What follows belongs to an exercise in optimizing a design on an open flow for small area; a production flow would make more cautious choices.
In this exercise RTL edits were held to simulation tests only and were not proved equivalent to the original.
Power figures rest on the tool's default switching activity, not on a simulated workload.

==> flow/flow/run.sh <==
#!/bin/bash
# The standard layout, with two changes: the port buffers are the smallest
# buffer cell, and clock tree synthesis adds no dummy loads.
set -euo pipefail
export BUFFER_PORTS_ARGS="-buffer_cell sky130_fd_sc_hd__buf_1"
export CTS_ARGS="-sink_clustering_enable -repair_clock_nets -dont_use_dummy_load -buf_list {sky130_fd_sc_hd__clkbuf_2 sky130_fd_sc_hd__clkbuf_4 sky130_fd_sc_hd__clkbuf_8}"
bash standard.sh > standard_flow.log 2>&1
==> flow/standard.sh <==
#!/bin/bash
# synth_recipe.tcl (not shown) runs the flow's synth.tcl, then flattens the netlist and writes it again
# the make line also repeats each setting of config.mk as NAME=value (left out here)
make -C /OpenROAD-flow-scripts/flow DESIGN_CONFIG=/design/flow/config.mk WORK_HOME=/design/flow/orfs CLKGATE_MAP_FILE= SYNTH_SCRIPT=/design/flow/synth_recipe.tcl "${@:-finish}"
==> flow/config.mk <==
export PLATFORM = sky130hd
export DESIGN_NAME = ekf_est
export DESIGN_NICKNAME = ekf_est
export VERILOG_FILES = /design/flow/design.v
export SDC_FILE = /design/flow/constraint.sdc
export NUM_CORES = 8
export LEC_CHECK = 0
export ABC_AREA = 1
export CAP_MARGIN = 20
export CORE_MARGIN = 2
export CORE_UTILIZATION = 60
export CTS_BUF_LIST = sky130_fd_sc_hd__clkbuf_2 sky130_fd_sc_hd__clkbuf_4 sky130_fd_sc_hd__clkbuf_8
export PLACE_DENSITY = 0.7
export SLEW_MARGIN = 20
==> flow/constraint.sdc <==
create_clock -name core_clock -period 20.0 [get_ports {clk}]
set_input_delay 4.0000 -clock core_clock [delete_from_list [all_inputs] [get_ports {clk}]]
set_output_delay 4.0000 -clock core_clock [all_outputs]
set_load 0.01 [all_outputs]
==> flow/design.v <==
`timescale 1ps/1ps
module ekf_est (
    clk,
    n_rst,
    start,
    init,
    mode,
    i_b,
    v_t,
    ready,
    ekf_vrc,
    ekf_soc,
    ekf_done
);
input clk, n_rst;
input start;
input init;
input mode;
input [4:0] i_b;
input [23:0] v_t;
output ready;
output [23:0] ekf_vrc;
output [23:0] ekf_soc;
output ekf_done;
localparam [23:0] TH4_1 = 24'h03645a, TH4_2 = 24'h011d14, TH4_3 = 24'h01fbe7;
localparam [23:0] TH5_1 = 24'h5d2474, TH5_2 = 24'h688659, TH5_3 = 24'h53d3c3;
localparam [23:0] A4_F = 24'h6aff26, A4_S = 24'hadf77e;
localparam [23:0] A42_F = 24'h597b91, A42_S = 24'h348cd8;
localparam [23:0] B1_F = 24'hff463e, B1_S = 24'hf8be67;
localparam [23:0] B2_F = 24'h00b729, B2_S = 24'h0727a3;
localparam [23:0] DT_F = 24'h03ea03, DT_S = 24'h0a5753;
localparam [23:0] QC = 24'h000346;       
localparam [23:0] SOC_CH = 24'h010000, SOC_DIS = 24'h640000;
reg [4:0] ph;
always @(posedge clk or negedge n_rst) begin
    if (!n_rst) ph <= 5'd0;
    else ph <= (ph == 5'd23) ? 5'd0 : ph + 5'd1;
end
localparam [1:0] M_IDLE = 2'd0, M_WAIT = 2'd1, M_RUN = 2'd2, M_DONE = 2'd3;
reg [1:0] md;
reg [5:0] fr;
reg INITF, MODE;
wire accept = (md == M_IDLE) && start;
always @(posedge clk or negedge n_rst) begin
    if (!n_rst) begin
        md <= M_IDLE;
        fr <= 6'd0;
    end else begin
        case (md)
            M_IDLE: begin
                fr <= 6'd0;
                if (start) md <= (ph == 5'd23) ? M_RUN : M_WAIT;
            end
            M_WAIT: begin
                fr <= 6'd0;
                if (ph == 5'd23) md <= M_RUN;
            end
            M_RUN: begin
                if (ph == 5'd23) begin
                    fr <= fr + 6'd1;
                    if (INITF || (fr == 6'd37)) md <= M_DONE;
                end
            end
            default: md <= M_IDLE;
        endcase
    end
end
always @(posedge clk) begin
    if (accept) begin
        INITF <= init;
        MODE <= mode;
    end
end
assign ready = (md == M_IDLE);
assign ekf_done = (md == M_DONE);
wire run = (md == M_RUN);
wire filt = run & ~INITF;
wire ini = run & INITF;
wire [10:0] tt = {fr, ph};
wire [10:0] tf = {filt ? fr : 6'h3f, ph};
function [10:0] T;
    input integer x;
    begin
        T = ((x / 24) << 5) + (x % 24);
    end
endfunction
function tin;
    input [10:0] tv;
    input integer a;
    input integer b;
    integer fa, pa, fb, pb;
    begin
        fa = a / 24; pa = a % 24; fb = b / 24; pb = b % 24;
        if (fa == fb)
            tin = (tv[10:5] == fa) && (tv[4:0] >= pa) && (tv[4:0] <= pb);
        else
            tin = ((tv[10:5] == fa) && (tv[4:0] >= pa)) || ((tv[10:5] > fa) && (tv[10:5] < fb)) ||
                  ((tv[10:5] == fb) && (tv[4:0] <= pb));
    end
endfunction
function tat;
    input [10:0] tv;
    input integer a;
    begin
        tat = (tv[10:5] == a / 24) && (tv[4:0] == a % 24);
    end
endfunction
function cbit;
    input [10:0] tv;
    input [23:0] k;
    input integer off;
    integer i;
    reg r;
    begin
        r = 1'b0;
        for (i = 0; i < 24; i = i + 1)
            if (k[i]) r = r | tat(tv, off + i);
        cbit = r;
    end
endfunction
reg [23:0] XS, XR, P1, P2, P3, P4;      
reg [24:0] VT;
reg [4:0] IBS;
reg FAST;
reg [1:0] BAND;
reg [47:0] D;
reg [23:0] K1, K2;
reg [23:0] ACCA;
reg [24:0] ACCB;
reg [4:0] MSACC;
reg NEGF;
assign ekf_soc = XS;
assign ekf_vrc = XR;
always @(posedge clk) begin
    if (accept) IBS <= (i_b == 5'b10000) ? 5'd0 : i_b;
end
wire [6:0] xsi = XS[22:16];
wire [1:0] band_x = (xsi < 7'h14) ? 2'd0 : ((xsi <= 7'h5f) ? 2'd1 : 2'd2);
wire fast_x = MODE ? (xsi > 7'd70) : (XS[22:21] == 2'b00);
wire t0 = tat(tf, 0);
wire t624 = tat(tf, 624);
wire [1:0] hb = (t0 | t624) ? band_x : BAND;
wire fe = t0 ? fast_x : FAST;
wire [23:0] TH4 = (hb == 2'd0) ? TH4_1 : ((hb == 2'd1) ? TH4_2 : TH4_3);
wire [23:0] A4 = fe ? A4_F : A4_S;
wire [23:0] A42 = FAST ? A42_F : A42_S;
always @(posedge clk) begin
    if (t0) FAST <= fast_x;
    if (t0 | t624) BAND <= band_x;
end
wire K1Z = (K1 == 24'h800000);
wire K2Z = (K2 == 24'h800000);
wire a_k = tin(tf, 576, 600) | tin(tf, 677, 724) | tin(tf, 821, 868);
wire a_neg = tin(tf, 677, 724) | tin(tf, 821, 868);
wire a_a4 = tin(tf, 48, 71);
wire a_a42 = tin(tf, 96, 119);
wire [23:0] ca = a_k ? (K1Z ? 24'd0 : K1) : (a_a4 ? A4 : (a_a42 ? A42 : TH4));
wire a_on = tin(tf, 0, 23) | tin(tf, 48, 71) | tin(tf, 96, 119) | tin(tf, 144, 167) | tin(tf, 192, 215) |
            tin(tf, 360, 383) | tin(tf, 576, 600) | tin(tf, 624, 647) | tin(tf, 677, 724) |
            tin(tf, 768, 791) | tin(tf, 821, 868);
wire a_msb = tat(tf, 23) | tat(tf, 71) | tat(tf, 119) | tat(tf, 167) | tat(tf, 215) | tat(tf, 383) | tat(tf, 600) |
             tat(tf, 647) | tat(tf, 724) | tat(tf, 791) | tat(tf, 868);
wire clra = ~filt | tat(tf, 47) | tat(tf, 95) | tat(tf, 143) | tat(tf, 191) | tat(tf, 359) | tat(tf, 575) |
            tat(tf, 623) | tat(tf, 676) | tat(tf, 767) | tat(tf, 820);
reg sa_raw;
always @(*) begin
    sa_raw = P1[0];
    if (tin(tf, 0, 23)) sa_raw = XS[0];
    else if (tin(tf, 48, 71) | tin(tf, 360, 383)) sa_raw = P3[0];
    else if (tin(tf, 96, 119)) sa_raw = P4[0];
    else if (tin(tf, 576, 600)) sa_raw = VT[0];
    else if (tin(tf, 677, 724) | tin(tf, 821, 868)) sa_raw = D[44];
    else if (tin(tf, 768, 791)) sa_raw = P2[0];
end
reg seen_a;
wire sa = a_on & sa_raw & (~a_msb | seen_a);
wire suba = a_msb ^ a_neg;
wire [24:0] adda = ({25{sa}} & {ca[23], ca}) ^ {25{suba}};
wire [24:0] aina = {ACCA[23], ACCA};
reg [24:0] suma;
reg cya;
integer ia;
always @(*) begin
    cya = suba;
    for (ia = 0; ia < 25; ia = ia + 1) begin
        suma[ia] = aina[ia] ^ adda[ia] ^ cya;
        cya = (aina[ia] & adda[ia]) | (aina[ia] & cya) | (adda[ia] & cya);
    end
end
wire pa = suma[0];
reg par;
always @(posedge clk) begin
    ACCA <= clra ? 24'd0 : suma[24:1];
    seen_a <= clra ? 1'b0 : (seen_a | (a_on & sa_raw & ~a_msb));
    par <= pa;
end
wire divm = tin(tf, 289, 337) | tin(tf, 457, 505);
wire b_k = tin(tf, 580, 604) | tin(tf, 674, 721) | tin(tf, 818, 865);
wire b_neg = tin(tf, 674, 721) | tin(tf, 818, 865);
wire b_th = tin(tf, 146, 194);
wire [23:0] cb = divm ? K2 : (b_k ? (K2Z ? 24'd0 : K2) : (b_th ? TH4 : A4));
wire b_on = tin(tf, 0, 23) | tin(tf, 48, 71) | tin(tf, 146, 194) | tin(tf, 580, 604) | tin(tf, 674, 721) |
            tin(tf, 818, 865);
wire b_msb = tat(tf, 23) | tat(tf, 71) | tat(tf, 194) | tat(tf, 604) | tat(tf, 721) | tat(tf, 865);
wire clrb = ~filt | tat(tf, 47) | tat(tf, 144) | tat(tf, 288) | tat(tf, 456) | tat(tf, 579) | tat(tf, 673) |
            tat(tf, 817);
reg s2, WREG;
reg sb_raw;
always @(*) begin
    sb_raw = D[47];
    if (tin(tf, 0, 23)) sb_raw = P2[0];
    else if (tin(tf, 48, 71)) sb_raw = XR[0];
    else if (tin(tf, 146, 194)) sb_raw = WREG;
    else if (tin(tf, 580, 604)) sb_raw = VT[21];
end
reg seen_b;
wire sb = divm | (b_on & sb_raw & (~b_msb | seen_b));
wire subb = divm ? ~(ACCB[24] ^ K2[23]) : (b_msb ^ b_neg);
wire [24:0] addb = ({25{sb}} & {cb[23], cb}) ^ {25{subb}};
reg [24:0] sumb;
reg cyb;
integer ib;
always @(*) begin
    cyb = subb;
    for (ib = 0; ib < 25; ib = ib + 1) begin
        sumb[ib] = ACCB[ib] ^ addb[ib] ^ cyb;
        cyb = (ACCB[ib] & addb[ib]) | (ACCB[ib] & cyb) | (addb[ib] & cyb);
    end
end
wire pb = sumb[0];
wire kbzero = (K2 == 24'd0);
wire qbit = ~sumb[24] | kbzero;
reg pbr, pbsign;
always @(posedge clk) begin
    ACCB <= clrb ? 25'd0 : (divm ? {sumb[23:0], D[47]} : {sumb[24], sumb[24:1]});
    seen_b <= clrb ? 1'b0 : (seen_b | (b_on & sb_raw & ~b_msb));
    pbr <= pb;
    if (tat(tf, 95)) pbsign <= pb;
end
wire ms_bit = FAST ? (cbit(tf, DT_F, 16) | cbit(tf, B2_F, 72) | cbit(tf, B1_F, 113))
                   : (cbit(tf, DT_S, 16) | cbit(tf, B2_S, 72) | cbit(tf, B1_S, 113));
wire subs = tat(tf, 136);
wire clrs = ~filt | tat(tf, 47) | tat(tf, 95) | tat(tf, 143);
wire [5:0] adds = ({6{ms_bit}} & {IBS[4], IBS}) ^ {6{subs}};
wire [5:0] ains = {MSACC[4], MSACC};
reg [5:0] sums;
reg cys;
integer is;
always @(*) begin
    cys = subs;
    for (is = 0; is < 6; is = is + 1) begin
        sums[is] = ains[is] ^ adds[is] ^ cys;
        cys = (ains[is] & adds[is]) | (ains[is] & cys) | (adds[is] & cys);
    end
end
wire ps = sums[0];
always @(posedge clk) MSACC <= clrs ? 5'd0 : sums[5:1];
wire f1_act = filt & ((fr == 6'd7) | (fr == 6'd9) | (fr == 6'd16) | (fr == 6'd27) | (fr == 6'd33));
wire f1_sm = (fr == 6'd27) | (fr == 6'd33);
reg f1_x;
always @(*) begin
    f1_x = P4[0];
    if ((fr == 6'd7) | (fr == 6'd27)) f1_x = P3[0];
    else if (fr == 6'd9) f1_x = P2[0];
end
wire f2_act = filt & (fr == 6'd7);
wire f3_act = filt & (fr == 6'd8);
wire phl = (ph == 5'd23);
reg f1_seen, f1_hold, f2_seen, f2_hold, f3_seen, f3_hold;
wire f1_y = (phl & f1_sm) ? (f1_x & f1_seen) : f1_x;
wire f1_out = f1_act ? (f1_y ^ f1_seen) : f1_hold;
wire f2_y = phl ? (P2[0] & f2_seen) : P2[0];
wire f2_out = f2_act ? (f2_y ^ f2_seen) : f2_hold;
wire f3_out = f3_act ? (P4[0] ^ f3_seen) : f3_hold;
always @(posedge clk) begin
    f1_seen <= f1_act & (f1_seen | f1_x);
    f2_seen <= f2_act & (f2_seen | P2[0]);
    f3_seen <= f3_act & (f3_seen | P4[0]);
    if (f1_act & phl) f1_hold <= f1_out;
    if (f2_act & phl) f2_hold <= f2_out;
    if (f3_act & phl) f3_hold <= f3_out;
end
reg x1, y1, i1, x2, y2, i2, x3, y3, i3, x4, y4, i4;
reg cy1, cy2, cy3, cy4;
wire s1, s3, s4;
reg nseen;
reg parS, yh1, yh2, hold1, hold2;
wire sk = (tin(tf, 216, 240) | tin(tf, 384, 408) | tin(tf, 648, 672) | tin(tf, 792, 816)) ? s1 : par;
reg sdel;
wire vn_upd = tin(tf, 74, 96);
wire vn_act = vn_upd | tat(tf, 103) | tat(tf, 104);
wire vn_keep = tin(tf, 74, 104);
wire vn_out = s2 ^ nseen;
wire dn_act = tin(tf, 241, 288) | tin(tf, 338, 385) | tin(tf, 409, 456) | tin(tf, 506, 553);
wire dn_out = D[0] ^ (NEGF & nseen);
wire etap = tin(tf, 55, 102) ? D[41] : (tat(tf, 103) ? D[40] : (tat(tf, 104) ? D[39] : 1'b0));
wire pbv = tin(tf, 96, 104) ? pbsign : pb;
always @(*) begin
    x1 = 1'b0; y1 = 1'b0;
    x2 = 1'b0; y2 = 1'b0; i2 = 1'b0;
    x3 = 1'b0; y3 = 1'b0;
    x4 = 1'b0; y4 = 1'b0; i4 = 1'b0;
    if (tin(tf, 0, 47)) begin x1 = pa; y1 = cbit(tf, BAND == 2'd0 ? TH5_1 : (BAND == 2'd1 ? TH5_2 : TH5_3), 18); end
    else if (tin(tf, 72, 95)) begin x1 = pbr; y1 = ps; end
    else if (tin(tf, 120, 143)) begin x1 = par; y1 = cbit(tf, QC, 120); end
    else if (tin(tf, 145, 193)) begin x1 = tat(tf, 193) ? parS : par; y1 = tin(tf, 168, 193) & f1_out; end
    else if (tin(tf, 216, 240) | tin(tf, 384, 408) | tin(tf, 648, 672) | tin(tf, 792, 816)) begin x1 = par; y1 = f1_out; end
    else if (tin(tf, 600, 623)) begin x1 = pa; y1 = XS[0]; end
    else if (tin(tf, 720, 748)) begin x1 = pa; y1 = tin(tf, 720, 743) ? P1[0] : yh1; end
    else if (tin(tf, 864, 892)) begin x1 = pa; y1 = tin(tf, 864, 887) ? P2[0] : yh1; end
    if (tin(tf, 0, 47)) begin x2 = s1; y2 = ps; i2 = 1'b1; end
    else if (tin(tf, 48, 104)) begin x2 = etap; y2 = pbv; i2 = 1'b1; end
    else if (tin(tf, 120, 143)) begin x2 = XS[0]; y2 = ps; end
    else if (tin(tf, 145, 193)) begin x2 = s1; y2 = tin(tf, 168, 193) & f2_out; end
    else if (tin(tf, 600, 628)) begin x2 = pb; y2 = tin(tf, 600, 623) ? XR[0] : yh2; end
    else if (tin(tf, 720, 745)) begin x2 = pb; y2 = tin(tf, 720, 743) ? P3[0] : yh2; end
    else if (tin(tf, 864, 889)) begin x2 = pb; y2 = tin(tf, 864, 887) ? P4[0] : yh2; end
    if (tin(tf, 0, 23)) begin x3 = P1[0]; y3 = cbit(tf, QC, 0); end
    else if (tin(tf, 146, 218)) begin x3 = pb; y3 = cbit(tf, QC, 192); end
    if (tin(tf, 74, 104)) begin x4 = VT[0]; y4 = vn_out; end
    else if (tin(tf, 146, 218)) begin x4 = s3; y4 = tin(tf, 192, 218) & f3_out; i4 = 1'b1; end
end
wire st1 = tat(tf, 0) | tat(tf, 72) | tat(tf, 120) | tat(tf, 145) | tat(tf, 216) | tat(tf, 384) | tat(tf, 600) |
           tat(tf, 648) | tat(tf, 720) | tat(tf, 792) | tat(tf, 864);
wire st2 = tat(tf, 0) | tat(tf, 48) | tat(tf, 120) | tat(tf, 145) | tat(tf, 600) | tat(tf, 720) | tat(tf, 864);
wire st3 = tat(tf, 0) | tat(tf, 146);
wire st4 = tat(tf, 74) | tat(tf, 146);
wire c1 = st1 ? 1'b0 : cy1;
wire c2 = st2 ? i2 : cy2;
wire c3 = st3 ? 1'b0 : cy3;
wire c4 = st4 ? i4 : cy4;
wire y1e = y1, y2e = y2 ^ i2, y3e = y3, y4e = y4 ^ i4;
assign s1 = x1 ^ y1e ^ c1;
always @(*) s2 = x2 ^ y2e ^ c2;
assign s3 = x3 ^ y3e ^ c3;
assign s4 = x4 ^ y4e ^ c4;
wire m1 = (x1 & y1e) | (x1 & c1) | (y1e & c1);
wire m2 = (x2 & y2e) | (x2 & c2) | (y2e & c2);
wire m3 = (x3 & y3e) | (x3 & c3) | (y3e & c3);
wire m4 = (x4 & y4e) | (x4 & c4) | (y4e & c4);
wire act4 = ~tin(tf, 74, 104) | vn_act;
wire xrp_sg = pb ^ ps ^ m1;                  
wire xsp_sg = XS[0] ^ ps ^ m2;               
wire p1p_sg = P1[0] & ~c3;                   
wire xsn_sg = suma[1] ^ XS[0] ^ m1;          
always @(posedge clk) begin
    cy1 <= m1;
    cy2 <= m2;
    cy3 <= m3;
    cy4 <= act4 ? m4 : c4;
    sdel <= sk;
    WREG <= s2;
    if (tat(tf, 192)) parS <= par;
    if (tat(tf, 743)) yh1 <= P1[0];
    if (tat(tf, 887)) yh1 <= P2[0];
    if (tat(tf, 623) | tat(tf, 743) | tat(tf, 887)) yh2 <= y2;
    if (tat(tf, 748) | tat(tf, 892)) hold1 <= s1;
    if (tat(tf, 628) | tat(tf, 745) | tat(tf, 889)) hold2 <= s2;
    if (vn_keep) begin
        if (vn_upd) nseen <= nseen | s2;
    end else if (dn_act) nseen <= nseen | D[0];
    else nseen <= 1'b0;
end
reg wXS, wXR, wP1, wP2, wP3, wP4;
reg dXS, dXR, dP1, dP2, dP3, dP4;
always @(*) begin
    wXS = 1'b0; wXR = 1'b0; wP1 = 1'b0; wP2 = 1'b0; wP3 = 1'b0; wP4 = 1'b0;
    dXS = s2; dXR = s1; dP1 = s1; dP2 = s1; dP3 = s2; dP4 = s2;
    if (ini) begin
        wXS = 1'b1; wXR = 1'b1; wP1 = 1'b1; wP2 = 1'b1; wP3 = 1'b1; wP4 = 1'b1;
        dXS = MODE ? SOC_CH[ph] : SOC_DIS[ph];
        dXR = 1'b0; dP2 = 1'b0; dP3 = 1'b0;
        dP1 = QC[ph]; dP4 = QC[ph];
    end
    if (tin(tf, 120, 143)) begin wXS = 1'b1; dXS = tat(tf, 143) ? xsp_sg : s2; end
    if (tin(tf, 600, 623)) begin wXS = 1'b1; dXS = tat(tf, 623) ? xsn_sg : s1; end
    if (tin(tf, 72, 95)) begin wXR = 1'b1; dXR = tat(tf, 95) ? xrp_sg : s1; end
    if (tin(tf, 600, 622)) begin wXR = 1'b1; dXR = s2; end
    if (tat(tf, 647)) begin wXR = 1'b1; dXR = hold2; end
    if (tin(tf, 0, 23)) begin wP1 = 1'b1; dP1 = tat(tf, 23) ? p1p_sg : s3; end
    if (tin(tf, 720, 742)) begin wP1 = 1'b1; dP1 = s1; end
    if (tat(tf, 767)) begin wP1 = 1'b1; dP1 = hold1; end
    if (tin(tf, 24, 47)) begin wP2 = 1'b1; dP2 = pbr; end
    if (tin(tf, 864, 886)) begin wP2 = 1'b1; dP2 = s1; end
    if (tat(tf, 911)) begin wP2 = 1'b1; dP2 = hold1; end
    if (tin(tf, 72, 95)) begin wP3 = 1'b1; dP3 = par; end
    if (tin(tf, 720, 742)) begin wP3 = 1'b1; dP3 = s2; end
    if (tat(tf, 767)) begin wP3 = 1'b1; dP3 = hold2; end
    if (tin(tf, 120, 143)) begin wP4 = 1'b1; dP4 = s1; end
    if (tin(tf, 864, 886)) begin wP4 = 1'b1; dP4 = s2; end
    if (tat(tf, 911)) begin wP4 = 1'b1; dP4 = hold2; end
end
wire shVT = vn_act | tin(tf, 576, 604);
wire inVT = tin(tf, 576, 604) ? VT[0] : s4;
wire shK1 = tin(tf, 342, 364) | tat(tf, 385);
wire shK2 = tin(tf, 192, 214) | tat(tf, 218) | tin(tf, 507, 529) | tat(tf, 553);
wire inK2 = tin(tf, 192, 218) ? s4 : dn_out;
reg inD;
always @(*) begin
    inD = D[0];
    if (tin(tf, 0, 47)) inD = s2;
    else if (tin(tf, 193, 240) | tin(tf, 361, 408)) inD = (tat(tf, 193) | tat(tf, 361)) ? 1'b0 : ((tat(tf, 240) | tat(tf, 408)) ? sk : sdel);
    else if (tin(tf, 241, 288) | tin(tf, 409, 456)) inD = dn_out;
    else if (tin(tf, 625, 672) | tin(tf, 769, 816)) inD = sk;
end
always @(posedge clk) begin
    XS <= {wXS ? dXS : XS[0], XS[23:1]};
    XR <= {wXR ? dXR : XR[0], XR[23:1]};
    P1 <= {wP1 ? dP1 : P1[0], P1[23:1]};
    P2 <= {wP2 ? dP2 : P2[0], P2[23:1]};
    P3 <= {wP3 ? dP3 : P3[0], P3[23:1]};
    P4 <= {wP4 ? dP4 : P4[0], P4[23:1]};
    if (shK1) K1 <= {dn_out, K1[23:1]};
    if (shK2) K2 <= {inK2, K2[23:1]};
    if (accept) VT <= {v_t[23], v_t};
    else if (shVT) VT <= {inVT, VT[24:1]};
    if (divm) D <= {D[46:0], qbit};
    else D <= {inD, D[47:1]};
    if (tat(tf, 240) | tat(tf, 408)) NEGF <= sk;
    else if (tat(tf, 337) | tat(tf, 505)) NEGF <= NEGF ^ K2[23];
end
endmodule
==> impl_metrics.ini, run 1 <==
[setup_path]
slowest_stage = nor2_8
crit_top_cell = fa_1
worst_setup_path_start_kind = flip-flop
worstSetupPathType = reg2reg
worstPathArrival_ns = 13.69
cpPeakStageDelay_ns = 0.74
crit_required_ns = 20.49
cp-end-kind = flip-flop
cp_max_fo = 82

[floorplan]
start_util = 0.611
rows = 60
die_w_um = 170
coreArea_mm2 = 0.0270
dieArea_mm2 = 0.0289
pin_count = 84
die_h_um = 170

[sta]
finalHoldViolations = 0
setup_tns_ns = 0
fmax_ghz = 0.0758
tightest_slew_ns = 1.01
finalSetupViolCount = 0
post-route-period-util = 0.660
fin_worst_skew_ns = 0.0326
fin_crit_ns = 13.20
relSlewSlack = 0.323
drv_slew = 0
grt_setup_unrepaired = no

[synth]
async_flop_share = 0.0355
syn_area_per_cell_um2 = 8.85
ys_seq_area_frac = 0.502
synth-warning-count = 1
ys.flop_type = dfxtp_1
synth_top_area_frac = 0.317
synth_area_mm2 = 0.0165
synth_area_leaders = dfxtp_1 (32%), edfxtp_1 (17%), nand2_1 (9.8%), fa_1 (6.8%), inv_1 (5.1%)
synth.largest_area_cell = dfxtp_1
synth_edf_count = 91
yosys.cell_types.count = 70
synth.ff_latch_count = 366
syn_nets = 1972
syn_inst = 1868

[layout]
layout-area-overhead-vs-synth_pct = 8.27
final_area_mm2 = 0.0179
final_cell_mix = nand2_1 (430), dfxtp_1 (262), inv_1 (224), nor2_1 (192), o21ai_0 (101)
drive_gt1_frac = 0.0843
final_common_cell = nand2_1
final_util = 0.662
finalNetCount = 2075

[power_and_ir_drop]
seqPwrFrac = 0.545
sw_frac_of_total = 0.301
p_switching_uw = 533
intPower_mw = 1.24
vdd_drop_max_v = 0.000102
power.density_mw_per_mm2 = 99.0
power_leakage_nw = 7.33
clock_power_share = 0.279
pwr-share-comb = 0.176

[detailed_routing]
drtAntennaViolNets = 0
highest_layer = met4
wl_met3_mm = 3.17
dr.pass1.iters = 8
wl_met1_mm = 18.1
vias_per_cell = 5.58
wl_met2_mm = 18.9
wirelength_mm = 42.0
drc = 0
via_count = 12900
post_drt_wl_per_cell_um = 18.2
drt_iter0_markers = 1045

[grt]
grt_pass1_wl_mm = 67.2
antenna_found_initial = 1
grt_pass1_vias = 12900
gr-total-overflow = 0
grt_max_degree = 83
grtUsageTotal = 0.299

[place]
place_area_mm2 = 0.0171
post-dp-hpwl_mm = 31.7
io_buffers = 83
gp_congestion = 1.01

[clock_network]
cts.hold.buffers_added = 0
cts.sinks = 366
clockRootBuffer = clkbuf_8
cts_setup_buffers = 0
ctsResizeCount = 0
clk_path_buf_depth = 3
path_clk_slew_ns = 0.06
cts_max_level = 2
cts_tree = built
clk_latency_ns = 0.60
numCtsBuffers = 56

[flow_run]
max_cap_violations = 0

[min_path]
min_path_type = reg2reg

[status]
status = complete, no violations
==> routing by layer <==
metal | vias to the layer above | GRT usage
li1 | 6215 | -
met1 | 6031 | 0.404
met2 | 512 | 0.474
met3 | 141 | 0.0565
met4 | 0 | 0.125
met5 | - | 0
==> per-stage QoR <==
| step | hold WS [ns] | cells | worst slack (ns) | power [mW] |
|---|---|---|---|---|
| detailed placement | 0.312 | 2254 | 6.85 | 1.29 |
| global placement | 0.310 | 2254 | 7.16 | 1.28 |
| CTS | 0.317 | 2310 | 6.84 | 1.78 |
| global route | 0.321 | 2310 | 6.05 | 1.86 |
| finish | 0.319 | 2311 | 6.80 | 1.77 |
| floorplan | 0.310 | 1868 | 8.21 | 1.16 |
==> worst paths after layout <==
kind                         from  endpoint  slack, ns  depth (start not counted)
max                         md[0]  ACCB[23]       6.80                         42
min                        P4[13]    P4[12]       0.32                          0
max reg2reg                 md[0]  ACCB[23]       6.80                         42
min in group asynchronous   n_rst     ph[4]       3.45                          1
max in group asynchronous   n_rst     md[0]      16.07                          1
min reg2reg                P4[13]    P4[12]       0.32                          0
==> cells by family after synthesis <==
family                     Yosys count  share of synthesized area
and+or+nand+nor                    795                      0.209
DFF                                366                      0.502
buffers and inverters              300                     0.0714
AOI/OAI and AO/OA                  274                      0.104
adders and majority gates           70                     0.0784
xor gates and xnor gates            60                     0.0327
muxes                                3                    0.00197
==> Yosys cell counts (7+ instances only) <==
library cell  instances
o221ai_1              9
a21oi_1              57
buf_2                10
a211oi_1             24
nand2_2              17
dfxtp_1             262
ha_1                 14
fa_1                 56
o21ai_0             101
nand2_1             430
o211ai_2              7
inv_2                25
edfxtp_1             91
nand3_1              64
inv_1               224
xnor2_1              46
nand4_1              15
nor3_1               23
clkbuf_1             25
nor2_4                9
nor2_2                8
nand3_2               7
o211ai_1             18
buf_1                 7
nor4_1               10
o22ai_1               8
xor2_1               12
nor2_1              192
dfrtp_1              13
==> final cells by class <==
cell class | instances | area, µm²
fill | 2236 | 9130
sequential | 366 | 8300
multi-input combinational | 1202 | 7050
inverter | 251 | 946
clock buffer | 56 | 771
tap | 341 | 427
timing repair buffer | 94 | 394
antenna | 1 | 2.50
==> flip-flops by register name, summed over array words and instances (netlist names), 2 cells and up <==
name   cells
D         48
ph         5
XS        24
md         2
K1        24
P1        24
IBS        5
VT        25
ACCA      24
BAND       2
XR        24
K2        24
MSACC      5
P3        24
ACCB      25
P4        24
fr         6
P2        24
==> worst max-delay path, delay by kind of cell (launching register included) <==
| kind | cells | cell delay [ns] |
|---|---|---|
| AOI/OAI and AO/OA | 3 | 0.53 |
| buffers and inverters | 5 | 0.78 |
| and+or+nand+nor | 8 | 1.65 |
| adders and majority gates | 24 | 9.43 |
| DFF | 1 | 0.41 |
| xor gates and xnor gates | 2 | 0.30 |
==> power groups by stage <==
stage | clock, mW | sequential, mW | combinational (mW)
after floorplan | 0 | 0.977 | 0.186
after global placement | 0 | 0.972 | 0.306
after detailed placement | 0 | 0.980 | 0.309
after CTS | 0.505 | 0.967 | 0.311
after global routing | 0.533 | 0.977 | 0.348
final | 0.495 | 0.965 | 0.312
==> run 2, diff against run 1 <==
==> flow/run.sh (new file) <==
#!/bin/bash
# synth_recipe.tcl (not shown) runs the flow's synth.tcl, then flattens the netlist and writes it again
# the make line also repeats each setting of config.mk as NAME=value (left out here)
make -C /OpenROAD-flow-scripts/flow DESIGN_CONFIG=/design/flow/config.mk WORK_HOME=/design/flow/orfs CLKGATE_MAP_FILE= SYNTH_SCRIPT=/design/flow/synth_recipe.tcl finish
removed: flow/flow/run.sh
removed: flow/standard.sh
==> run 2 against run 1 <==
Worst setup slack lost 0.54 ns. First-iteration DRC count grew 37%. Clock power grew 43%. Power grew 16%. Flip-flop and latch count is the same. Non-clock buffer count is the same. Sequential power is essentially flat. Largest power group unchanged.
==> impl_metrics.ini, run 2 <==
[setup_path]
crit_top_cell = fa_1
cpPeakStageDelay_ns = 0.62
worstSetupPathType = reg2reg
cp_max_fo = 82
worst_setup_path_start_kind = flip-flop
cp-end-kind = flip-flop
slowest_stage = buf_4
worstPathArrival_ns = 14.23
crit_required_ns = 20.49

[layout]
top_register = D
final_cell_mix = nand2_1 (430), dfxtp_1 (262), inv_1 (224), nor2_1 (192), o21ai_0 (101)
finalNetCount = 2075
largest_reg_flops = 48
drive_gt1_frac = 0.105
final_common_cell = nand2_1
layout-area-overhead-vs-synth_pct = 14.6
reg_top3 = D: 48 flops, ACCB: 25 flops, VT: 25 flops
final_area_mm2 = 0.0189
fillCellCount = 2138

[synth]
syn_inst = 1868
async_flop_share = 0.0355
syn_nets = 1972
synth-warning-count = 1
synth.ff_latch_count = 366
synth.largest_area_cell = dfxtp_1
synthTopCellsByCount = nand2_1 (430), dfxtp_1 (262), inv_1 (224), nor2_1 (192), o21ai_0 (101)
yosys.cell_types.count = 70
synth_top_area_frac = 0.317
ys.flop_type = dfxtp_1
syn_area_per_cell_um2 = 8.85
synth_edf_count = 91
synth_most_common_cell = nand2_1
synth_area_mm2 = 0.0165
ys_seq_area_frac = 0.502
synth_area_leaders = dfxtp_1 (32%), edfxtp_1 (17%), nand2_1 (9.8%), fa_1 (6.8%), inv_1 (5.1%)

[clock_network]
cts.sinks = 366
cts.hold.buffers_added = 0
ctsResizeCount = 0
cts_tree = built
clockRootBuffer = clkbuf_8
clk_path_buf_depth = 3
numCtsBuffers = 56
cts_max_level = 2
clk_latency_ns = 0.61
path_clk_slew_ns = 0.07
cts_setup_buffers = 0

[sta]
finalHoldViolations = 0
grt_setup_unrepaired = no
drv_slew = 0
setup_tns_ns = 0
relSlewSlack = 0.339
fin_worst_skew_ns = 0.0265
fin_crit_ns = 13.74
finalSetupViolCount = 0
fmax_ghz = 0.0728
tightest_slew_ns = 0.983
post-route-period-util = 0.687

[grt]
grt_pass1_wl_mm = 68.2
grt_pass1_vias = 12900
grtUsageTotal = 0.304
antenna_found_initial = 1
grt_max_degree = 83
gr-total-overflow = 0

[detailed_routing]
drt_iter0_markers = 1434
via_count = 13200
wirelength_mm = 43.3
post_drt_wl_per_cell_um = 18.4
dr.pass1.iters = 6
drtAntennaViolNets = 0
drc = 0
vias_per_cell = 5.58

[floorplan]
rows = 60
dieArea_mm2 = 0.0289
start_util = 0.611
die_w_um = 170
coreArea_mm2 = 0.0270
pin_count = 84
die_h_um = 170

[min_path]
min_path_type = reg2reg

[power_and_ir_drop]
p_switching_uw = 586
clock_power_share = 0.345
intPower_mw = 1.46
power_leakage_nw = 7.85
sw_frac_of_total = 0.286
vdd_drop_max_v = 0.0000970
pwr-share-comb = 0.183
seqPwrFrac = 0.472
power.density_mw_per_mm2 = 108

[place]
place_area_mm2 = 0.0176
gp_congestion = 1.01
io_buffers = 83
post-dp-hpwl_mm = 31.6

[status]
status = complete, no violations

[flow_run]
max_cap_violations = 0
-- run 2: worst paths after layout --
kind,start,to,slack (ns),cells after the start
max,md[0],D[0],6.26,45
min in group asynchronous,n_rst,fr[3],3.76,1
max reg2reg,md[0],D[0],6.26,45
min reg2reg,P1[15],P1[14],0.32,0
min,P1[15],P1[14],0.32,0
max in group asynchronous,n_rst,ph[1],15.84,1
-- run 2: critical path, delay by kind of cell, from the launching register on --
kind            cells  cell delay [ns]
fa+ha+maj          24             9.51
buf+inv             7             1.49
simple gates        9             1.29
flops               1             0.42
compound gates      3             0.41
xor+xnor            2             0.41
-- run 2: through the flow --
stage               utilization  instances  setup WS [ns]  power, mW  hold slack (ns)
finish                    0.701       2358           6.26       2.05            0.318
global route              0.701       2357           5.68       2.13            0.317
CTS                       0.701       2357           6.39       2.06            0.320
detailed placement        0.653       2254           6.50       1.35            0.312
global placement          0.653       2254           7.03       1.34            0.310
floorplan                     -       1868           8.21       1.16            0.310
-- run 2: final cells by class --
type | instances | area (µm²) | share of cell area
diodes | 1 | 2.50 | 0.000132
clock buffers | 81 | 1030 | 0.0542
clock inverters | 22 | 278 | 0.0147
inverters | 251 | 946 | 0.0499
multi-input cells | 1202 | 7050 | 0.372
flip-flops and latches | 366 | 8300 | 0.438
well taps | 341 | 427 | 0.0225
repair buffers | 94 | 913 | 0.0482
-- run 2: kinds of logic (layout without fill, tap and decap cells) --
| group | after synthesis | in the layout | synth area share |
|---|---|---|---|
| compound gates | 274 | 274 | 0.104 |
| xor+xnor | 60 | 60 | 0.0327 |
| fa+ha+maj | 70 | 70 | 0.0784 |
| buf+inv | 300 | 448 | 0.0714 |
| flops | 366 | 366 | 0.502 |
| mux | 3 | 3 | 0.00197 |
| other cells | 0 | 1 | 0 |
| simple gates | 795 | 795 | 0.209 |
-- run 2: per-layer routing --
layer | part of all wire | global-route usage | up-vias
li1 | - | - | 6254
met1 | 0.41 | 0.398 | 6171
met2 | 0.46 | 0.499 | 602
met3 | 0.087 | 0.0607 | 130
met4 | 0.037 | 0.118 | 0
met5 | 0 | 0 | -
-- run 2: power by group through the flow --
stage                     combinational (mW)  clock (mW)  sequential, mW
after floorplan                        0.186           0           0.977
after global placement                 0.366           0           0.973
after global routing                   0.408       0.747           0.979
after CTS                              0.374       0.720           0.968
after detailed placement               0.370           0           0.979
final                                  0.375       0.707           0.965
==> run 3, diff against run 2 <==
==> flow/flow/run.sh (new file) <==
#!/bin/bash
# The standard layout, with two changes: the port buffers are the smallest
# buffer cell, and clock tree synthesis adds no dummy loads and uses larger clusters.
set -euo pipefail
export BUFFER_PORTS_ARGS="-buffer_cell sky130_fd_sc_hd__buf_1"
export CTS_ARGS="-sink_clustering_enable -repair_clock_nets -dont_use_dummy_load -sink_clustering_size 30 -sink_clustering_max_diameter 150 -buf_list {sky130_fd_sc_hd__clkbuf_4 sky130_fd_sc_hd__clkbuf_8 sky130_fd_sc_hd__clkbuf_16}"
bash standard.sh > standard_flow.log 2>&1
==> flow/standard.sh (new file) <==
#!/bin/bash
# synth_recipe.tcl (not shown) runs the flow's synth.tcl, then flattens the netlist and writes it again
# the make line also repeats each setting of config.mk as NAME=value (left out here)
make -C /OpenROAD-flow-scripts/flow DESIGN_CONFIG=/design/flow/config.mk WORK_HOME=/design/flow/orfs CLKGATE_MAP_FILE= SYNTH_SCRIPT=/design/flow/synth_recipe.tcl "${@:-finish}"
removed: flow/run.sh
==> run 3 against run 2 <==
Worst setup slack improved by 0.55 ns. Still clean. Cell area decreased by 7.5%. Clock-buffer cell count down 65. Highest routed layer is now met5. Via count down 3.1%.
==> impl_metrics.ini, run 3 <==
[synth]
syn_area_per_cell_um2 = 8.85
syn_inst = 1868
synth_area_leaders = dfxtp_1 (32%), edfxtp_1 (17%), nand2_1 (9.8%), fa_1 (6.8%), inv_1 (5.1%)
ys_seq_area_frac = 0.502
synth-warning-count = 1
ys.flop_type = dfxtp_1
synth.largest_area_cell = dfxtp_1
synth_area_mm2 = 0.0165
async_flop_share = 0.0355
synth_edf_count = 91
synth_most_common_cell = nand2_1
synth.ff_latch_count = 366
yosys.cell_types.count = 70
syn_nets = 1972
synthTopCellsByCount = nand2_1 (430), dfxtp_1 (262), inv_1 (224), nor2_1 (192), o21ai_0 (101)
synth_top_area_frac = 0.317

[grt]
grt_pass1_wl_mm = 66.6
top_usage_layer = met2
grt_use_met1 = 0.412
gr-usage-met3 = 0.0386
use_met2 = 0.478
grt_max_degree = 83
gr-total-overflow = 0
antenna_found_initial = 1
grtUsageTotal = 0.294
grt_pass1_vias = 12600

[layout]
final_cell_mix = nand2_1 (430), dfxtp_1 (262), inv_1 (224), nor2_1 (192), o21ai_0 (101)
drive_gt1_frac = 0.0653
final_cell_count_no_fill = 2270
antenna_cells = 0
top_register = D
fillCellCount = 2317
largest_reg_flops = 48
layout-area-overhead-vs-synth_pct = 6.01
reg_top3 = D: 48 flops, ACCB: 25 flops, VT: 25 flops
final_common_cell = nand2_1
finalNetCount = 2035

[floorplan]
dieArea_mm2 = 0.0289
rows = 60
die_w_um = 170
start_util = 0.611
pin_count = 84
die_h_um = 170
coreArea_mm2 = 0.0270

[clock_network]
clockRootBuffer = clkbuf_16
ctsResizeCount = 0
cts_tree = built
numCtsBuffers = 16
path_clk_slew_ns = 0.11
cts.sinks = 366
clk_path_buf_depth = 3
cts.hold.buffers_added = 0
cts_setup_buffers = 0
clk_latency_ns = 0.53
cts_max_level = 1

[detailed_routing]
drc = 0
via_count = 12800
wirelength_mm = 41.5
drt_iter0_markers = 1128
vias_per_cell = 5.62
dr.pass1.iters = 7
drtAntennaViolNets = 0
post_drt_wl_per_cell_um = 18.3

[flow_run]
max_cap_violations = 0

[power_and_ir_drop]
sw_frac_of_total = 0.305
power_leakage_nw = 7.13
power.density_mw_per_mm2 = 93.3
p_switching_uw = 498
pwr-share-comb = 0.192
seqPwrFrac = 0.590
vdd_drop_max_v = 0.000113
intPower_mw = 1.14
clock_power_share = 0.219

[setup_path]
crit_top_cell = fa_1
crit_required_ns = 20.43
worstSetupPathType = reg2reg
r2r-start = ph[1]
worstPathArrival_ns = 13.62
worst_setup_path_start_kind = flip-flop
cp_max_fo = 82
cp-end-kind = flip-flop
slowest_stage = nor2_8
cpPeakStageDelay_ns = 0.73
critPathLaunch = ph[1]

[place]
io_buffers = 83
post-dp-hpwl_mm = 31.7
dp_cells = 2254
gp_congestion = 1.01

[min_path]
min_path_type = reg2reg
holdCritStartpoint = P4[13]

[sta]
finalHoldViolations = 0
finalSetupViolCount = 0
setup_tns_ns = 0
fin_worst_skew_ns = 0.0814
relSlewSlack = 0.333
fmax_ghz = 0.0758
drv_slew = 0
post-route-period-util = 0.660
tightest_slew_ns = 1.00
grt_setup_unrepaired = no
fin_crit_ns = 13.19

[status]
status = complete, no violations
run 3: cell counts after synthesis:
Identical to the previous run, type by type.
run 3: cells by family (layout without fill, tap and decap cells):
kind of cell	count (synthesis)	in the layout	synth area share
AND/OR/NAND/NOR	795	795	0.209
flip-flops	366	366	0.502
buffers and inverters	300	361	0.0714
AO/OA/AOI/OAI	274	274	0.104
adder cells (fa/ha/maj)	70	70	0.0784
XOR/XNOR	60	60	0.0327
multiplexers	3	3	0.00197
run 3: path summary, 6_finish.rpt:
kind | end | slack [ns] | depth (start not counted)
worst max-delay path | ACCB[23] | 6.81 | 43
worst min-delay path | P4[12] | 0.31 | 0
worst max register to register | ACCB[23] | 6.81 | 43
worst min register to register | P4[12] | 0.31 | 0
max in group asynchronous | md[0] | 15.95 | 1
min in group asynchronous | ph[4] | 3.52 | 1
run 3: per-layer routing:
| metal | part of all wire | vias up |
|---|---|---|
| met1 | 0.44 | 6004 |
| li1 | - | 6140 |
| met3 | 0.066 | 105 |
| met5 | 0.00031 | - |
| met4 | 0.035 | 2 |
| met2 | 0.46 | 500 |
run 3: power groups by stage:
stage	clock, mW	sequential, mW	combinational [mW]
after floorplan	0	0.977	0.186
after global placement	0	0.972	0.306
after detailed placement	0	0.980	0.309
after CTS	0.366	0.966	0.312
after global routing	0.388	0.976	0.350
final	0.357	0.964	0.313
run 3: area by class of cell:
type                            count  area, µm²  area share
Clock buffer                       16        400      0.0229
Tap cell                          341        427      0.0244
Timing Repair Buffer               94        394      0.0225
Inverter                          251        946      0.0540
Sequential cell                   366       8300       0.474
Multi-Input combinational cell   1202       7050       0.402
run 3: critical path: cells and delay by family (launching register included):
kind	cells	cell delay, ns
AO/OA/AOI/OAI	2	0.44
adder cells (fa/ha/maj)	24	9.32
AND/OR/NAND/NOR	8	1.48
XOR/XNOR	2	0.30
buffers and inverters	7	1.04
flip-flops	1	0.50
run 3: through the flow:
step | power (mW) | hold WS [ns] | worst slack, ns | util | instance area (µm²)
2_1_floorplan | 1.16 | 0.310 | 8.21 | - | 16500
3_3_place_gp | 1.28 | 0.310 | 7.16 | 0.633 | 17100
3_5_place_dp | 1.29 | 0.312 | 6.85 | 0.633 | 17100
4_1_cts | 1.64 | 0.311 | 6.85 | 0.648 | 17500
5_1_grt | 1.71 | 0.322 | 6.03 | 0.648 | 17500
6_report | 1.63 | 0.314 | 6.81 | 0.648 | 17500
==> run 4, diff against run 3 <==
==> flow/flow/run.sh (replaced) <==
#!/bin/bash
# The standard layout, with two changes: the port buffers are the smallest
# buffer cell, and clock tree synthesis adds no dummy loads and uses larger clusters.
set -euo pipefail
export BUFFER_PORTS_ARGS="-buffer_cell sky130_fd_sc_hd__buf_1"
export CTS_ARGS="-sink_clustering_enable -repair_clock_nets -dont_use_dummy_load -sink_clustering_size 20 -sink_clustering_max_diameter 100 -buf_list {sky130_fd_sc_hd__clkbuf_8 sky130_fd_sc_hd__clkbuf_16}"
bash standard.sh > standard_flow.log 2>&1
==> run 4 against run 3 <==
Flip-flop and latch count stayed put. Via count is 0.22% lower. Power is 3.9% higher. Still clean. Largest power group unchanged. Cell area is 0.87% higher. Worst setup slack worse by 0.024 ns. Global-route usage is 0.28 points higher.
==> impl_metrics.ini, run 4 <==
[status]
status = complete, no violations

[clock_network]
path_clk_slew_ns = 0.09
ctsResizeCount = 0
cts_max_level = 1
numCtsBuffers = 22
clockRootBuffer = clkbuf_16
cts.sinks = 366
cts_tree = built
cts.hold.buffers_added = 0
clk_path_buf_depth = 3
clk_latency_ns = 0.53
cts_setup_buffers = 0

[layout]
layout-area-overhead-vs-synth_pct = 6.93
final_cell_mix = nand2_1 (430), dfxtp_1 (262), inv_1 (224), nor2_1 (192), o21ai_0 (101)
seq_area_mm2 = 0.00830
top_register = D
reg_top3 = D: 48 flops, ACCB: 25 flops, VT: 25 flops
largest_reg_flops = 48
multi_input_area_mm2 = 0.00705
finalNetCount = 2041
fillCellCount = 2269
final_area_mm2 = 0.0177
final_common_cell = nand2_1
drive_gt1_frac = 0.0682

[power_and_ir_drop]
pwr-share-comb = 0.184
vdd_drop_max_v = 0.000107
power.density_mw_per_mm2 = 96.1
seqPwrFrac = 0.568
clock_power_share = 0.248
p_switching_uw = 511
sw_frac_of_total = 0.301
power_leakage_nw = 7.20
intPower_mw = 1.19

[grt]
grt_pass1_wl_mm = 66.9
grt_pass1_vias = 12600
gr-total-overflow = 0
grtUsageTotal = 0.297
grt_max_degree = 83
antenna_found_initial = 1

[floorplan]
die_w_um = 170
pin_count = 84
rows = 60
coreArea_mm2 = 0.0270
dieArea_mm2 = 0.0289
start_util = 0.611
die_h_um = 170

[setup_path]
worstSetupPathType = reg2reg
worst-r2r-setup-slack_ns = 6.78
cp_max_fo = 82
cpPeakStageDelay_ns = 0.75
r2r-start = md[0]
cp-end-kind = flip-flop
crit_top_cell = fa_1
crit-reg2reg-capture = ACCB[23]
worst_setup_path_start_kind = flip-flop
crit_required_ns = 20.43
worstPathArrival_ns = 13.65
slowest_stage = nor2_8
rr_worst_depth = 42

[min_path]
holdCritStartpoint = P4[13]
min_path_type = reg2reg
holdPathStages = 0
hold_end = P4[12]

[sta]
grt_setup_unrepaired = no
drv_slew = 0
relSlewSlack = 0.316
fin_crit_ns = 13.22
post-route-period-util = 0.661
setup_tns_ns = 0
fin_worst_skew_ns = 0.0242
finalSetupViolCount = 0
fmax_ghz = 0.0757
tightest_slew_ns = 1.02
timing.final.ws_setup_ns = 6.78
finalHoldViolations = 0

[synth]
async_flop_share = 0.0355
synth_area_leaders = dfxtp_1 (32%), edfxtp_1 (17%), nand2_1 (9.8%), fa_1 (6.8%), inv_1 (5.1%)
synth_edf_count = 91
synth.ff_latch_count = 366
synth_area_mm2 = 0.0165
synth_most_common_cell = nand2_1
ys.flop_type = dfxtp_1
syn_inst = 1868
synth-warning-count = 1
ys_seq_area_frac = 0.502
syn_nets = 1972
synth_top_area_frac = 0.317
yosys.cell_types.count = 70
synth.largest_area_cell = dfxtp_1
syn_area_per_cell_um2 = 8.85
synthTopCellsByCount = nand2_1 (430), dfxtp_1 (262), inv_1 (224), nor2_1 (192), o21ai_0 (101)

[place]
place_ws_ns = 6.85
place_area_mm2 = 0.0171
post-dp-hpwl_mm = 31.7
io_buffers = 83
gp_congestion = 1.01

[detailed_routing]
via_count = 12700
drt_iter0_markers = 1265
drtAntennaViolNets = 0
post_drt_wl_per_cell_um = 18.3
vias_per_cell = 5.59
drc = 0
dr.pass1.iters = 6
wirelength_mm = 41.8

[flow_run]
max_cap_violations = 0
-- run 4: cell counts after synthesis --
Identical to the previous run, type by type.
-- run 4: worst max-delay path by stage --
stage | cells after the start | to | startpoint
2_1_floorplan | 48 | D[0] | md[0]
3_3_place_gp | 42 | ACCB[23] | md[0]
3_5_place_dp | 42 | ACCB[23] | md[0]
4_1_cts | 42 | ACCB[23] | md[0]
5_1_grt | 42 | ACCB[23] | md[0]
6_report | 42 | ACCB[23] | md[0]
-- run 4: power groups by stage --
stage	combinational (mW)	clock, mW	sequential [mW]
floorplan	0.186	0	0.977
global placement	0.306	0	0.972
detailed placement	0.309	0	0.980
CTS	0.312	0.432	0.966
global route	0.349	0.454	0.977
finish	0.313	0.421	0.964
-- run 4: kinds of logic after synthesis --
family	share of synthesized area
xor gates and xnor gates	0.0327
AOI/OAI and AO/OA	0.104
and+or+nand+nor	0.209
muxes	0.00197
buffers and inverters	0.0714
adders and majority gates	0.0784
DFF	0.502
-- run 4: area by class of cell --
class,count,area share
Antenna cell,1,0.000142
Clock buffer,22,0.0312
Inverter,251,0.0535
Multi-Input combinational cell,1202,0.399
Sequential cell,366,0.470
Tap cell,341,0.0241
Timing Repair Buffer,94,0.0223
-- run 4: critical path, delay by kind of cell (launching register included) --
family / cells / cell delay [ns]
fa+ha+maj: 24 / 9.40
compound gates: 3 / 0.53
buf+inv: 5 / 0.76
xor+xnor: 2 / 0.30
simple gates: 8 / 1.67
flops: 1 / 0.42
-- run 4: through the flow --
step           total power [mW]  utilization  hold WS [ns]  instances
3_5_place_dp               1.29        0.633         0.312       2254
5_1_grt                    1.78        0.654         0.321       2276
6_report                   1.70        0.654         0.313       2277
4_1_cts                    1.71        0.654         0.316       2276
3_3_place_gp               1.28        0.633         0.310       2254
2_1_floorplan              1.16            -         0.310       1868
-- run 4: metal layers --
metal / up-vias / GRT usage / wire length [µm]
met5: - / 0 / 0
met3: 92 / 0.0493 / 3070
met1: 5987 / 0.405 / 17900
met2: 486 / 0.485 / 19200
li1: 6158 / - / -
met4: 0 / 0.100 / 1540
==> run 5, diff against run 4 <==
==> flow/flow/run.sh (replaced) <==
#!/bin/bash
# The standard layout, with two changes: the port buffers are the smallest
# buffer cell, and clock tree synthesis adds no dummy loads and uses larger clusters.
set -euo pipefail
export BUFFER_PORTS_ARGS="-buffer_cell sky130_fd_sc_hd__buf_1"
export CTS_ARGS="-sink_clustering_enable -repair_clock_nets -dont_use_dummy_load -sink_clustering_size 15 -sink_clustering_max_diameter 80 -buf_list {sky130_fd_sc_hd__clkbuf_8}"
bash standard.sh > standard_flow.log 2>&1
--- a/flow/config.mk
+++ b/flow/config.mk
@@ -10,5 +10,5 @@
 export CORE_MARGIN = 2
-export CORE_UTILIZATION = 60
+export CORE_UTILIZATION = 75
 export CTS_BUF_LIST = sky130_fd_sc_hd__clkbuf_2 sky130_fd_sc_hd__clkbuf_4 sky130_fd_sc_hd__clkbuf_8
-export PLACE_DENSITY = 0.7
+export PLACE_DENSITY = 0.85
 export SLEW_MARGIN = 20
==> run 5 against run 4 <==
Power shrank 2.8%. Worst setup slack lost 0.65 ns. Non-clock buffer count is the same. Wire length rose by 13%.
==> impl_metrics.ini, run 5 <==
[setup_path]
rr_worst_depth = 42
cp-end-kind = flip-flop
worst-r2r-setup-slack_ns = 6.14
cpPeakStageDelay_ns = 0.82
crit-reg2reg-capture = ACCB[24]
worstSetupPathType = reg2reg
cp_max_fo = 82
cp.buffers_inverters = 5
crit_required_ns = 20.49
r2r-start = md[0]
worstPathArrival_ns = 14.35
crit_top_cell = fa_1
slowest_stage = a21oi_4
worst_setup_path_start_kind = flip-flop
critPathTopFamily = adder cells

[synth]
synthTopCellsByCount = nand2_1 (430), dfxtp_1 (262), inv_1 (224), nor2_1 (192), o21ai_0 (101)
yosys.cell_types.count = 70
synth.ff_latch_count = 366
synth_compound_area_frac = 0.104
synthXorXnorAreaFrac = 0.0327
syn_area_per_cell_um2 = 8.85
async_flop_share = 0.0355
syn_nets = 1972
synth-warning-count = 1
yosys.area_share.simple = 0.209
ys.flop_type = dfxtp_1
synth_most_common_cell = nand2_1
synth.largest_area_cell = dfxtp_1
syn_inst = 1868
synth-adder-area-share = 0.0784
synth_top_area_frac = 0.317
muxShareOfSynthArea = 0.00197
synth_edf_count = 91
synth_top_family_by_area = simple AND/OR/NAND/NOR gates
synth_area_leaders = dfxtp_1 (32%), edfxtp_1 (17%), nand2_1 (9.8%), fa_1 (6.8%), inv_1 (5.1%)
ys_seq_area_frac = 0.502
synth_area_mm2 = 0.0165

[floorplan]
dieArea_mm2 = 0.0232
die_w_um = 152
start_util = 0.760
pin_count = 84
die_h_um = 152
rows = 54
coreArea_mm2 = 0.0218

[layout]
reg_top3 = D: 48 flops, ACCB: 25 flops, VT: 25 flops
layout-area-overhead-vs-synth_pct = 5.47
final_cell_mix = nand2_1 (430), dfxtp_1 (262), inv_1 (224), nor2_1 (192), o21ai_0 (101)
fillCellCount = 1313
largest_reg_flops = 48
final_common_cell = nand2_1
final_area_mm2 = 0.0174
finalNetCount = 2047
top_register = D
drive_gt1_frac = 0.0711

[power_and_ir_drop]
intPower_mw = 1.12
seqPwrFrac = 0.587
pwr-share-comb = 0.198
vdd_drop_max_v = 0.000110
sw_frac_of_total = 0.323
clock_power_share = 0.215
power.density_mw_per_mm2 = 94.7
power_leakage_nw = 7.13
p_switching_uw = 533

[clock_network]
clk_path_buf_depth = 3
cts_setup_buffers = 0
cts.sinks = 366
ctsResizeCount = 0
path_clk_slew_ns = 0.11
clk_latency_ns = 0.61
cts_max_level = 1
clockRootBuffer = clkbuf_8
cts_tree = built
numCtsBuffers = 28
cts.hold.buffers_added = 0

[min_path]
holdPathStages = 0
min_path_type = reg2reg
hold_end = P3[19]
holdCritStartpoint = P3[20]

[grt]
gr-total-overflow = 0
antenna_found_initial = 1
grt_pass1_wl_mm = 74.9
grtUsageTotal = 0.409
grt_max_degree = 83
grt_pass1_vias = 13800

[detailed_routing]
drt_iter0_markers = 1675
wirelength_mm = 47.3
dr.pass1.iters = 8
drtAntennaViolNets = 0
vias_per_cell = 6.22
drc = 0
via_count = 13800
post_drt_wl_per_cell_um = 21.3

[place]
post-dp-hpwl_mm = 34.4
gp_congestion = 1.08
io_buffers = 83
place_area_mm2 = 0.0170

[sta]
fmax_ghz = 0.0721
finalHoldViolations = 0
setup_tns_ns = 0
fin_crit_ns = 13.86
finalSetupViolCount = 0
grt_setup_unrepaired = no
drv_slew = 0
tightest_slew_ns = 1.00
fin_worst_skew_ns = 0.0341
relSlewSlack = 0.329
post-route-period-util = 0.693

[flow_run]
max_cap_violations = 0

[status]
status = complete, no violations
run 5: cell count changes in the layout (fill, tap and decap cells not counted):
cell       delta
clkbuf_16    -22
clkbuf_8     +28
run 5: cells by family after synthesis:
logic type / after synthesis
and+or+nand+nor: 795
adders and majority gates: 70
buffers and inverters: 300
DFF: 366
muxes: 3
xor gates and xnor gates: 60
AOI/OAI and AO/OA: 274
run 5: worst register-to-register path: cells and delay by family (launching register included):
kind | cells | cell delay (ns)
fa+ha+maj | 24 | 9.57
flops | 1 | 0.43
compound gates | 3 | 1.10
simple gates | 8 | 1.12
buf+inv | 5 | 1.07
xor+xnor | 2 | 0.47
run 5: how the worst max path moves through the flow:
stage,slack [ns],start,to,cells after the start
2_1_floorplan,8.21,md[0],D[0],48
3_3_place_gp,7.09,md[0],ACCB[23],42
3_5_place_dp,6.42,md[0],ACCB[24],42
4_1_cts,6.37,md[0],ACCB[24],42
5_1_grt,5.67,md[0],ACCB[24],44
6_report,6.14,md[0],ACCB[24],42
run 5: cell type report:
class / instances / area, µm² / share of cell area
antenna: 1 / 2.50 / 0.000144
clock buffer: 28 / 385 / 0.0221
inverter: 251 / 946 / 0.0543
multi-input combinational: 1202 / 7050 / 0.404
sequential: 366 / 8300 / 0.476
tap: 280 / 350 / 0.0201
timing repair buffer: 94 / 394 / 0.0226
run 5: through the flow:
stage	hold WS, ns	util	total power [mW]	cells	setup WS [ns]
final	0.320	0.801	1.65	2222	6.14
after detailed placement	0.312	0.783	1.29	2193	6.42
after CTS	0.326	0.801	1.64	2221	6.37
after global placement	0.310	0.783	1.27	2193	7.09
after global routing	0.326	0.801	1.70	2221	5.67
after floorplan	0.310	-	1.16	1868	8.21
run 5: power by group through the flow:
| stage | registers, mW | logic, mW | clock network, mW |
|---|---|---|---|
| floorplan | 0.977 | 0.186 | 0 |
| global placement | 0.970 | 0.299 | 0 |
| detailed placement | 0.981 | 0.313 | 0 |
| CTS | 0.968 | 0.317 | 0.350 |
| global route | 0.980 | 0.351 | 0.372 |
| finish | 0.969 | 0.327 | 0.355 |
run 5: per-layer routing:
layer / vias to the layer above / wire length (µm) / GRT usage
met5: - / 12 / 0
met2: 1006 / 22000 / 0.667
met4: 2 / 3320 / 0.220
met1: 6383 / 17100 / 0.514
li1: 6151 / - / -
met3: 271 / 4820 / 0.0904
==> run 6, diff against run 5 <==
--- a/flow/config.mk
+++ b/flow/config.mk
@@ -10,5 +10,5 @@
 export CORE_MARGIN = 2
-export CORE_UTILIZATION = 75
+export CORE_UTILIZATION = 60
 export CTS_BUF_LIST = sky130_fd_sc_hd__clkbuf_2 sky130_fd_sc_hd__clkbuf_4 sky130_fd_sc_hd__clkbuf_8
-export PLACE_DENSITY = 0.85
+export PLACE_DENSITY = 0.7
 export SLEW_MARGIN = 20
==> run 6 against run 5 <==
Still clean. Power decreased by 2.1%. Combinational power down 5%. Wire length is 13% lower. Synthesized area unchanged.
==> impl_metrics.ini, run 6 <==
[status]
status = complete, no violations

[power_and_ir_drop]
power.density_mw_per_mm2 = 92.4
power_mw = 1.62
power_leakage_nw = 7.13
seqPwrFrac = 0.595
sw_frac_of_total = 0.310
pwr-share-comb = 0.193
clock_power_share = 0.212
p_switching_uw = 501
vdd_drop_max_v = 0.000104
intPower_mw = 1.12

[place]
io_buffers = 83
post-dp-hpwl_mm = 31.7
place_area_mm2 = 0.0171
place_ws_ns = 6.85
gp_congestion = 1.01

[layout]
drive_gt1_frac = 0.0711
top_register = D
layout-area-overhead-vs-synth_pct = 5.94
largest_reg_flops = 48
reg_top3 = D: 48 flops, ACCB: 25 flops, VT: 25 flops
final_common_cell = nand2_1
finalNetCount = 2047
final_area_mm2 = 0.0175
final_cell_mix = nand2_1 (430), dfxtp_1 (262), inv_1 (224), nor2_1 (192), o21ai_0 (101)

[synth]
synth.largest_area_cell = dfxtp_1
synth_area_leaders = dfxtp_1 (32%), edfxtp_1 (17%), nand2_1 (9.8%), fa_1 (6.8%), inv_1 (5.1%)
syn_area_per_cell_um2 = 8.85
synth-warning-count = 1
yosys.cell_types.count = 70
syn_nets = 1972
synthTopCellsByCount = nand2_1 (430), dfxtp_1 (262), inv_1 (224), nor2_1 (192), o21ai_0 (101)
syn_inst = 1868
ys.flop_type = dfxtp_1
synth_most_common_cell = nand2_1
synth_top_area_frac = 0.317
ys_seq_area_frac = 0.502
async_flop_share = 0.0355
synth_edf_count = 91
synth.ff_latch_count = 366
synth_area_mm2 = 0.0165

[flow_run]
max_cap_violations = 0

[setup_path]
cpPeakStageDelay_ns = 0.75
rr_worst_depth = 42
worstPathArrival_ns = 13.71
r2r-start = md[0]
slowest_stage = nor2_8
worst-r2r-setup-slack_ns = 6.77
worstSetupPathType = reg2reg
crit-reg2reg-capture = ACCB[23]
cp-end-kind = flip-flop
worst_setup_path_start_kind = flip-flop
critPathLaunch = md[0]
cp_max_fo = 82
crit_required_ns = 20.47
crit_top_cell = fa_1
cp-endpoint = ACCB[23]

[clock_network]
clockRootBuffer = clkbuf_8
cts_max_level = 1
cts.hold.buffers_added = 0
clk_path_buf_depth = 3
cts_setup_buffers = 0
numCtsBuffers = 28
cts.sinks = 366
clk_latency_ns = 0.61
cts_tree = built
path_clk_slew_ns = 0.09
ctsResizeCount = 0

[sta]
setup_tns_ns = 0
timing.final.ws_setup_ns = 6.77
relSlewSlack = 0.313
fmax_ghz = 0.0756
grt_setup_unrepaired = no
post-route-period-util = 0.662
fin_crit_ns = 13.23
tightest_slew_ns = 1.02
fin_worst_skew_ns = 0.0620
finalHoldViolations = 0
drv_slew = 0
finalSetupViolCount = 0

[detailed_routing]
drt_iter0_markers = 1143
drc = 0
dr.pass1.iters = 7
vias_per_cell = 5.57
drtAntennaViolNets = 0
post_drt_wl_per_cell_um = 18.1
via_count = 12700
wirelength_mm = 41.4

[grt]
grt_pass1_vias = 12600
gr-total-overflow = 0
grt_pass1_wl_mm = 66.3
grtUsageTotal = 0.294
antenna_found_initial = 1
grt_max_degree = 83

[floorplan]
start_util = 0.611
pin_count = 84
rows = 60
die_h_um = 170
dieArea_mm2 = 0.0289
die_w_um = 170
coreArea_mm2 = 0.0270

[min_path]
holdCritStartpoint = P4[13]
min_path_type = reg2reg
run 6: cell counts in the layout (fill, tap and decap cells not counted):
Identical to the previous run, type by type.
run 6: layout make-up:
class                   count  area, µm²
fillers                  2314       9520
clock buffers              28        385
repair buffers             94        394
diodes                      1       2.50
multi-input cells        1202       7050
inverters                 251        946
well taps                 341        427
flip-flops and latches    366       8300
run 6: cells by family after synthesis:
logic type,Yosys count,synth area share
xor gates and xnor gates,60,0.0327
muxes,3,0.00197
adders and majority gates,70,0.0784
and+or+nand+nor,795,0.209
AOI/OAI and AO/OA,274,0.104
buffers and inverters,300,0.0714
DFF,366,0.502
run 6: layer usage:
layer  part of all wire  wire length (µm)  up-vias  global-route usage
met3              0.068              2830      110              0.0528
met2               0.45             18600      477               0.471
li1                   -                 -     6163                   -
met4              0.041              1680        0               0.107
met1               0.44             18200     5972               0.402
met5                  0                 0        -                   0
run 6: power groups by stage:
stage | Sequential (mW) | Clock [mW] | Combinational [mW]
finish | 0.963 | 0.343 | 0.312
global route | 0.975 | 0.374 | 0.348
CTS | 0.965 | 0.352 | 0.311
detailed placement | 0.980 | 0 | 0.309
global placement | 0.972 | 0 | 0.306
floorplan | 0.977 | 0 | 0.186
run 6: worst min path at each step:
stage          endpoint  cells past startpoint  slack, ns
3_5_place_dp      P3[0]                      0       0.31
2_1_floorplan     P1[0]                      0       0.31
6_report         P4[12]                      0       0.29
5_1_grt          P4[12]                      0       0.30
3_3_place_gp     P4[10]                      0       0.31
4_1_cts          P4[12]                      0       0.28
run 6: through the flow:
stage | hold slack [ns] | instances | util
after CTS | 0.277 | 2282 | 0.648
final | 0.285 | 2283 | 0.648
after global placement | 0.310 | 2254 | 0.633
after global routing | 0.299 | 2282 | 0.648
after floorplan | 0.310 | 1868 | -
after detailed placement | 0.312 | 2254 | 0.633
run 6: worst max-delay path: cells and delay by family (launching register included):
| kind | cells | cell delay, ns |
|---|---|---|
| xor+xnor | 2 | 0.30 |
| simple gates | 8 | 1.68 |
| flops | 1 | 0.42 |
| compound gates | 3 | 0.53 |
| buf+inv | 5 | 0.78 |
| fa+ha+maj | 24 | 9.42 |

separate check: timing with driven ports:
The results above use ideal ports. As a check the final layouts listed here were re-extracted and re-timed, cells and wires unchanged. Step 1, drivers: a clkbuf_16 drives clk and a buf_2 each remaining input, both assumed. Step 2, shift: input delay + t, output delay - t, t = (earliest + latest rising clock arrival at the registers) / 2. This alone moves slack from input paths to output paths. a / b / c = ideal ports / drivers / drivers and shift; a / b = the first two.
run | t (ns) | slack for setup (ns) | clock arrival spread, ns
run 1 | 0.627 | 6.802 / 6.802 / 6.802 | 0.043 / 0.043
run 2 | 0.641 | 6.260 / 6.260 / 6.260 | 0.027 / 0.026
run 3 | 0.543 | 6.808 / 6.808 / 6.808 | 0.081 / 0.082
run 4 | 0.571 | 6.784 / 6.784 / 6.784 | 0.024 / 0.024
run 5 | 0.639 | 6.138 / 6.138 / 6.138 | 0.037 / 0.037
run 6 | 0.625 | 6.767 / 6.767 / 6.767 | 0.072 / 0.071
After both steps setup and hold are still met in every run listed.
